Source: an optimization exercise on an open RTL-to-GDS flow (aim: small area). Production flows keep margins and buffers that such runs may drop. In this exercise RTL edits were held to simulation tests only and were not proved equivalent to the original. No driver is modelled on the clock port, so clocking that relies on it looks cheaper here than on a real chip. Power and IR drop assume default switching activity.

==> 12-28: inputs <==
// ecc_hamming_secded_faulty_memory
module ecc_hamming_secded_faulty_memory(
    input clk,
    input rst,
    input [7:0] input_data,
    input [3:0] input_addr,
    input wr_en,
    input [3:0] fault_addr1,
    input [3:0] fault_addr2,
    input fault_enable,
    input two_bit_fault_enable,
    output [7:0] output_data,
    output single_bit_error_corrected,
    output double_bit_error_detected
);
==> module mem_secded, before the edit <==
module mem_secded (
    input        clk,
    input        rst,
    input        wr_en,
    input  [3:0] addr,
    input  [7:0] data_in,
    output [7:0] data_out
);
    reg [7:0] mem [0:15];
    reg [3:0] valid;
    wire [3:0] lo = 4'd1 << addr[1:0];
    wire [3:0] hi = 4'd1 << addr[3:2];
    wire [3:0] wq = hi & {4{wr_en}};
    wire [3:0] hv = hi & valid;
    integer i;
    reg [7:0]  rd;
    reg [15:0] wsel;
    always @(*) begin
        rd = 8'd0;
        for (i = 0; i < 16; i = i + 1) begin
            wsel[i] = wq[i/4] & (lo[i%4] | ~valid[i/4]);
            rd = rd | ({8{hv[i/4] & lo[i%4]}} & mem[i]);
        end
    end
    always @(posedge clk) begin
        for (i = 0; i < 16; i = i + 1)
            if (wsel[i])
                mem[i] <= data_in & {8{lo[i%4]}};
    end
    always @(posedge clk or posedge rst) begin
        if (rst)
            valid <= 4'd0;
        else
            valid <= valid | wq;
    end
    assign data_out = rd;
endmodule
export LEC_CHECK = 0
export CAP_MARGIN = 0
export CORE_MARGIN = 2
export CORE_UTILIZATION = 60
export GPL_TIMING_DRIVEN = 0
export SLEW_MARGIN = 0
create_clock -name core_clock -period 8.0 [get_ports {clk}]
standard.sh (not shown) runs the stock make flow with config.mk's settings and CLKGATE_MAP_FILE= SYNTH_SCRIPT=/design/flow/synth_recipe.tcl, a recipe that flattens the netlist after the stock synthesis.
==> flow/flow/run.sh <==
#!/bin/bash
# Layout flow:
#  1. the standard synthesis (standard.sh synth);
#  2. the combinational cells of that netlist re-mapped for area by Yosys/ABC
#     (flow/remap.tcl) with a few ABC scripts, keeping the smallest result;
#     the flip-flops are left exactly as synthesis made them;
#  3. the standard ORFS steps from floorplan on (standard.sh finish), with
#     - every logic cell swapped for its smallest variant after floorplan
#       (timing repair upsizes again where needed),
#     - port buffers of the smallest buffer cell,
#     - a clock tree of small clock buffers and no dummy loads, its leaf
#       buffers then sized to the smallest that keeps clock-pin slew in limits.
# Each tool's output goes to a log file in this folder.
set -euo pipefail
W="$(cd "$(dirname "$0")/.." && pwd)"
cd "$W"
RES="$W/orfs/results/sky130hd/ecc_hamming_secded_faulty_memory/base"
PLAT="$FLOW_HOME/platforms/sky130hd"

bash standard.sh synth > make_synth.log 2>&1

cp "$RES/1_2_yosys.v" "$W/standard_synth.v"
YOSYS="$FLOW_HOME/../tools/install/yosys/bin/yosys"
[[ -x "$YOSYS" ]] || YOSYS=yosys
export REMAP_LIB="$PLAT/lib/sky130_fd_sc_hd__tt_025C_1v80.lib"
export DESIGN_NAME="$FLOW_TOP"
export DONT_USE_CELLS="$(sed -n '/^export DONT_USE_CELLS += \\/,/[^\\]$/p' "$PLAT/config.mk" | sed 's/export DONT_USE_CELLS += //; s/\\//g' | tr -s ' \n' ' ')"
export REMAP_FLOPS="$(grep -oE '^\s*sky130_fd_sc_hd__(df|edf|sdf|dl)\w*' "$W/standard_synth.v" | tr -d ' ' | sort -u | tr '\n' ' ')"
# ABC scripts tried; the netlist with the smallest cell area is kept.
SCRIPTS=(
  '+&get,-n;&st;&dch,-f;&nf,-R,1000;&put;topo'
  '+strash;dch,-f;amap;topo'
  '+strash;&get,-n;&deepsyn,-J,20,-T,100;&put;dch,-f;&get,-n;&nf,-R,1000;&put;topo'
  '+strash;&get,-n;&deepsyn,-J,50,-T,100,-S,3;&put;&get,-n;&dch,-f;&nf,-R,1000;&put;topo'
)
best=""
best_area=""
for i in "${!SCRIPTS[@]}"; do
  cp "$W/standard_synth.v" "$W/remap_$i.v"
  if REMAP_NETLIST="$W/remap_$i.v" REMAP_SCRIPT="${SCRIPTS[$i]}" \
       "$YOSYS" -c "$W/flow/remap.tcl" > "remap_$i.log" 2>&1; then
    a="$(grep 'Chip area' "remap_$i.log" | tail -1 | awk '{print $NF}')"
    echo "remap $i: area $a script ${SCRIPTS[$i]}" >> remap_choice.log
    if [[ -n "$a" ]] && { [[ -z "$best_area" ]] || awk -v a="$a" -v b="$best_area" 'BEGIN{exit !(a < b)}'; }; then
      best=$i
      best_area=$a
    fi
  else
    echo "remap $i: failed" >> remap_choice.log
  fi
done
if [[ -n "$best" ]]; then
  echo "chosen: $best ($best_area)" >> remap_choice.log
  cp "$W/remap_$best.v" "$RES/1_2_yosys.v"
fi

bash standard.sh \
  "POST_FLOORPLAN_TCL=$W/flow/downsize.tcl" \
  "POST_CTS_TCL=$W/flow/cts_fix.tcl" \
  "BUFFER_PORTS_ARGS=-buffer_cell sky130_fd_sc_hd__buf_1" \
  "CTS_ARGS=-sink_clustering_enable -repair_clock_nets -dont_use_dummy_load -buf_list {sky130_fd_sc_hd__clkbuf_4}" \
  finish > make_finish.log 2>&1
==> flow/flow/cts_fix.tcl <==
# Resize the clock tree's leaf buffers: the smallest clock buffer whose
# flip-flop clock pins all see a slew below the target.
proc clk_leaf_slew { inst } {
  set on [[$inst findITerm X] getNet]
  set s 0
  foreach it [$on getITerms] {
    if {[$it getInst] eq $inst} { continue }
    set pn "[[$it getInst] getName]/[[$it getMTerm] getName]"
    set sl [get_property [get_pins $pn] slew_max]
    if {$sl > $s} { set s $sl }
  }
  return $s
}
set target 0.115
set sizes {sky130_fd_sc_hd__clkbuf_2 sky130_fd_sc_hd__clkbuf_4 sky130_fd_sc_hd__clkbuf_8 sky130_fd_sc_hd__clkbuf_16}
estimate_parasitics -placement
foreach inst [[ord::get_db_block] getInsts] {
  set m [[$inst getMaster] getName]
  if {![string match sky130_fd_sc_hd__clkbuf_* $m]} { continue }
  # leaf buffers only: those driving flip-flop clock pins
  set leaf 0
  foreach it [[[$inst findITerm X] getNet] getITerms] {
    if {[[$it getMTerm] getName] eq "CLK"} { set leaf 1 }
  }
  if {!$leaf} { continue }
  foreach c $sizes {
    replace_cell [$inst getName] $c
    estimate_parasitics -placement
    if {[clk_leaf_slew $inst] < $target} { break }
  }
  puts "cts_fix: [$inst getName] $m -> [[$inst getMaster] getName] slew [clk_leaf_slew $inst]"
}
detailed_placement
check_placement -verbose
estimate_parasitics -placement
==> flow/flow/remap.tcl <==
# Re-map the combinational logic of the standard synthesis netlist for area.
# The flip-flops are kept as they are (same instances, names and cell types);
# every other cell is expanded to its logic function and mapped again by ABC
# with an area-oriented script.
yosys -import
set lib $::env(REMAP_LIB)
set netlist $::env(REMAP_NETLIST)
read_liberty -ignore_miss_func $lib
# flip-flop cells stay black boxes so that flatten keeps them
foreach ff [split $::env(REMAP_FLOPS) " "] {
  if {$ff ne ""} { setattr -mod -set blackbox 1 $ff }
}
read_verilog $netlist
hierarchy -top $::env(DESIGN_NAME)
flatten
hierarchy -top $::env(DESIGN_NAME)
delete t:\$scopeinfo
yosys rename -hide w:_*_.*
opt_clean
set du {}
foreach c $::env(DONT_USE_CELLS) { lappend du -dont_use $c }
abc -liberty $lib {*}$du -script $::env(REMAP_SCRIPT)
read_liberty -lib -overwrite $lib
setundef -zero
splitnets
opt_clean -purge
hilomap -singleton -hicell sky130_fd_sc_hd__conb_1 HI -locell sky130_fd_sc_hd__conb_1 LO
insbuf -buf sky130_fd_sc_hd__buf_4 A X
check -assert -mapped
stat -liberty $lib
write_verilog -noattr -nohex -nodec $netlist
Other scripts of this flow, unchanged in this note and not shown: flow/flow/downsize.tcl
==> inputs of 09-08, as changes to 12-28 <==
--- a/flow/design.v
+++ b/flow/design.v
@@ -15,12 +15,17 @@
     wire [3:0] wq = hi & {4{wr_en}};
     wire [3:0] hv = hi & valid;
-    integer i;
+    integer i, b, c;
+    reg [7:0]  qd;
     reg [7:0]  rd;
     reg [15:0] wsel;
     always @(*) begin
         rd = 8'd0;
-        for (i = 0; i < 16; i = i + 1) begin
+        for (i = 0; i < 16; i = i + 1)
             wsel[i] = wq[i/4] & (lo[i%4] | ~valid[i/4]);
-            rd = rd | ({8{hv[i/4] & lo[i%4]}} & mem[i]);
+        for (b = 0; b < 4; b = b + 1) begin
+            qd = 8'd0;
+            for (c = 0; c < 4; c = c + 1)
+                qd = qd | ({8{lo[c]}} & mem[4*b+c]);
+            rd = rd | ({8{hv[b]}} & qd);
         end
     end
--- a/flow/flow/cts_fix.tcl
+++ b/flow/flow/cts_fix.tcl
@@ -12,5 +12,5 @@
   return $s
 }
-set target 0.115
+set target 0.105
 set sizes {sky130_fd_sc_hd__clkbuf_2 sky130_fd_sc_hd__clkbuf_4 sky130_fd_sc_hd__clkbuf_8 sky130_fd_sc_hd__clkbuf_16}
 estimate_parasitics -placement
Settings changed: CAP_MARGIN 0 to 10, SLEW_MARGIN 0 to 10.
==> inputs of 12-05, as changes to 12-28 <==
--- a/flow/design.v
+++ b/flow/design.v
@@ -9,18 +9,16 @@
     output [7:0] data_out
 );
-    reg [7:0] mem [0:15];
-    reg [3:0] valid;
+    reg [7:0]  mem [0:15];
+    reg [15:0] valid;
     wire [3:0] lo = 4'd1 << addr[1:0];
     wire [3:0] hi = 4'd1 << addr[3:2];
-    wire [3:0] wq = hi & {4{wr_en}};
-    wire [3:0] hv = hi & valid;
     integer i;
-    reg [7:0]  rd;
+    reg [7:0] rd;
     reg [15:0] wsel;
     always @(*) begin
         rd = 8'd0;
         for (i = 0; i < 16; i = i + 1) begin
-            wsel[i] = wq[i/4] & (lo[i%4] | ~valid[i/4]);
-            rd = rd | ({8{hv[i/4] & lo[i%4]}} & mem[i]);
+            wsel[i] = wr_en & hi[i/4] & lo[i%4];
+            rd = rd | ({8{valid[i] & hi[i/4] & lo[i%4]}} & mem[i]);
         end
     end
@@ -28,11 +26,11 @@
         for (i = 0; i < 16; i = i + 1)
             if (wsel[i])
-                mem[i] <= data_in & {8{lo[i%4]}};
+                mem[i] <= data_in;
     end
     always @(posedge clk or posedge rst) begin
         if (rst)
-            valid <= 4'd0;
+            valid <= 16'd0;
         else
-            valid <= valid | wq;
+            valid <= valid | wsel;
     end
     assign data_out = rd;
==> flow/flow/run.sh (replaced) <==
#!/bin/bash
# Layout flow:
#  1. the standard synthesis (standard.sh synth);
#  2. the combinational cells of that netlist re-mapped for area by Yosys/ABC
#     (flow/remap.tcl); the flip-flops are left exactly as synthesis made them;
#  3. the standard ORFS steps from floorplan on (standard.sh finish), with
#     - every logic cell swapped for its smallest variant after floorplan
#       (timing repair upsizes again where needed),
#     - port buffers of the smallest buffer cell,
#     - a clock tree of small clock buffers and no dummy loads, its leaf
#       buffers then sized to the smallest that keeps clock-pin slew in limits.
# Each tool's output goes to a log file in this folder.
set -euo pipefail
W="$(cd "$(dirname "$0")/.." && pwd)"
cd "$W"
RES="$W/orfs/results/sky130hd/ecc_hamming_secded_faulty_memory/base"
PLAT="$FLOW_HOME/platforms/sky130hd"

bash standard.sh synth > make_synth.log 2>&1

cp "$RES/1_2_yosys.v" "$W/standard_synth.v"
YOSYS="$FLOW_HOME/../tools/install/yosys/bin/yosys"
[[ -x "$YOSYS" ]] || YOSYS=yosys
export REMAP_LIB="$PLAT/lib/sky130_fd_sc_hd__tt_025C_1v80.lib"
export REMAP_NETLIST="$RES/1_2_yosys.v"
export DESIGN_NAME="$FLOW_TOP"
export DONT_USE_CELLS="$(sed -n '/^export DONT_USE_CELLS += \\/,/[^\\]$/p' "$PLAT/config.mk" | sed 's/export DONT_USE_CELLS += //; s/\\//g' | tr -s ' \n' ' ')"
export REMAP_FLOPS="$(grep -oE '^\s*sky130_fd_sc_hd__(df|edf|sdf|dl)\w*' "$REMAP_NETLIST" | tr -d ' ' | sort -u | tr '\n' ' ')"
"$YOSYS" -c "$W/flow/remap.tcl" > remap.log 2>&1

bash standard.sh \
  "POST_FLOORPLAN_TCL=$W/flow/downsize.tcl" \
  "POST_CTS_TCL=$W/flow/cts_fix.tcl" \
  "BUFFER_PORTS_ARGS=-buffer_cell sky130_fd_sc_hd__buf_1" \
  "CTS_ARGS=-sink_clustering_enable -repair_clock_nets -dont_use_dummy_load -buf_list {sky130_fd_sc_hd__clkbuf_4}" \
  finish > make_finish.log 2>&1
--- a/flow/flow/cts_fix.tcl
+++ b/flow/flow/cts_fix.tcl
@@ -12,5 +12,5 @@
   return $s
 }
-set target 0.115
+set target 0.105
 set sizes {sky130_fd_sc_hd__clkbuf_2 sky130_fd_sc_hd__clkbuf_4 sky130_fd_sc_hd__clkbuf_8 sky130_fd_sc_hd__clkbuf_16}
 estimate_parasitics -placement
--- a/flow/flow/remap.tcl
+++ b/flow/flow/remap.tcl
@@ -20,5 +20,5 @@
 set du {}
 foreach c $::env(DONT_USE_CELLS) { lappend du -dont_use $c }
-abc -liberty $lib {*}$du -script $::env(REMAP_SCRIPT)
+abc -liberty $lib {*}$du -script "+&get,-n;&st;&dch,-f;&nf,-R,1000;&put;topo"
 read_liberty -lib -overwrite $lib
 setundef -zero
Settings changed: GPL_TIMING_DRIVEN 0 to unset.
==> comparison table <==
quantity	12-05	09-08	12-28
Number of iterations in the first detailed-routing pass	6	5	5
Outcome	no timing/DRC/antenna violations	no timing/DRC/antenna violations	no timing/DRC/antenna violations
Worst hold endpoint	memory.valid[11]$_DFF_PP0_	memory.valid[1]$_DFF_PP0_	memory.valid[1]$_DFF_PP0_
Post-synthesis area per instance	16.4 sq um	15.8 sq um	15.5 sq um
Wire length of the first global-routing pass	19500 um	21000 um	20400 um
Power dissipated in the clock network	311 uW	295 uW	284 uW
Combinational logic power	95.6 uW	90.4 uW	88.1 uW
Post-place setup slack	2.70 ns	2.14 ns	2.30 ns
Cell-internal power	985 uW	891 uW	886 uW
Post-route worst hold slack	0.485 ns	0.588 ns	0.594 ns
Half-perimeter wire length after placement	8360 um	9150 um	9360 um
Net count, final	411	411	418
Power density over the cells	216 nW/um^2	204 nW/um^2	201 nW/um^2
Startpoint of the most critical setup path	input_addr[0]	input_addr[1]	input_addr[1]
R2R Path Start	memory.valid[4]$_DFF_PP0_	memory.valid[0]$_DFF_PP0_	memory.valid[3]$_DFF_PP0_
Cell Area, Synth	5460 sq um	5240 sq um	5270 sq um
Last element of the critical path	output_data[0]	output_data[6]	output_data[1]
Sequential fraction of total cell area	0.724	0.698	0.697
Synthesized netlist net count	358	357	365
Worst reg2reg endpoint	memory.valid[4]$_DFF_PP0_	memory.mem[3][2]$_DFFE_PP_	memory.mem[13][6]$_DFFE_PP_
Layout area overhead	7.38%	7.91%	7.39%
Switch Pwr	278 uW	260 uW	252 uW
Final cell count without fillers	492	492	499
Width of the die	99.4 um	97.4 um	97.7 um
Met3 usage in global routing	0.0731	0.0878	0.0950

[static timing again, ports no longer ideal]
The results above use ideal ports. As a check the final layouts listed here were re-extracted and re-timed, cells and wires unchanged. Step 1: set_driving_cell puts a clkbuf_16 on clk and a buf_2 on each other input, an assumption about the parent block. Step 2 times the ports against the registers' clock, not the clock port: input delays grow and output delays shrink by t, the midpoint of the rising clock arrivals with the driver on. a / b / c = no drivers / after step 1 / after step 2; a / b = the first two.
run | shift t [ns] | setup WS [ns] | hold slack, ns
12-28 | 0.510 | 2.169 / 2.144 / 2.144 | 0.594 / 0.594 / 0.594
09-08 | 0.534 | 1.958 / 1.929 / 1.929 | 0.588 / 0.588 / 0.588
12-05 | 0.524 | 2.645 / 2.624 / 2.624 | 0.485 / 0.485 / 0.485
After both steps setup and hold are still met in every run listed. For 09-08, which loses most, drivers alone change the setup slack by -0.029 ns; drivers and shift together by -0.029 ns.
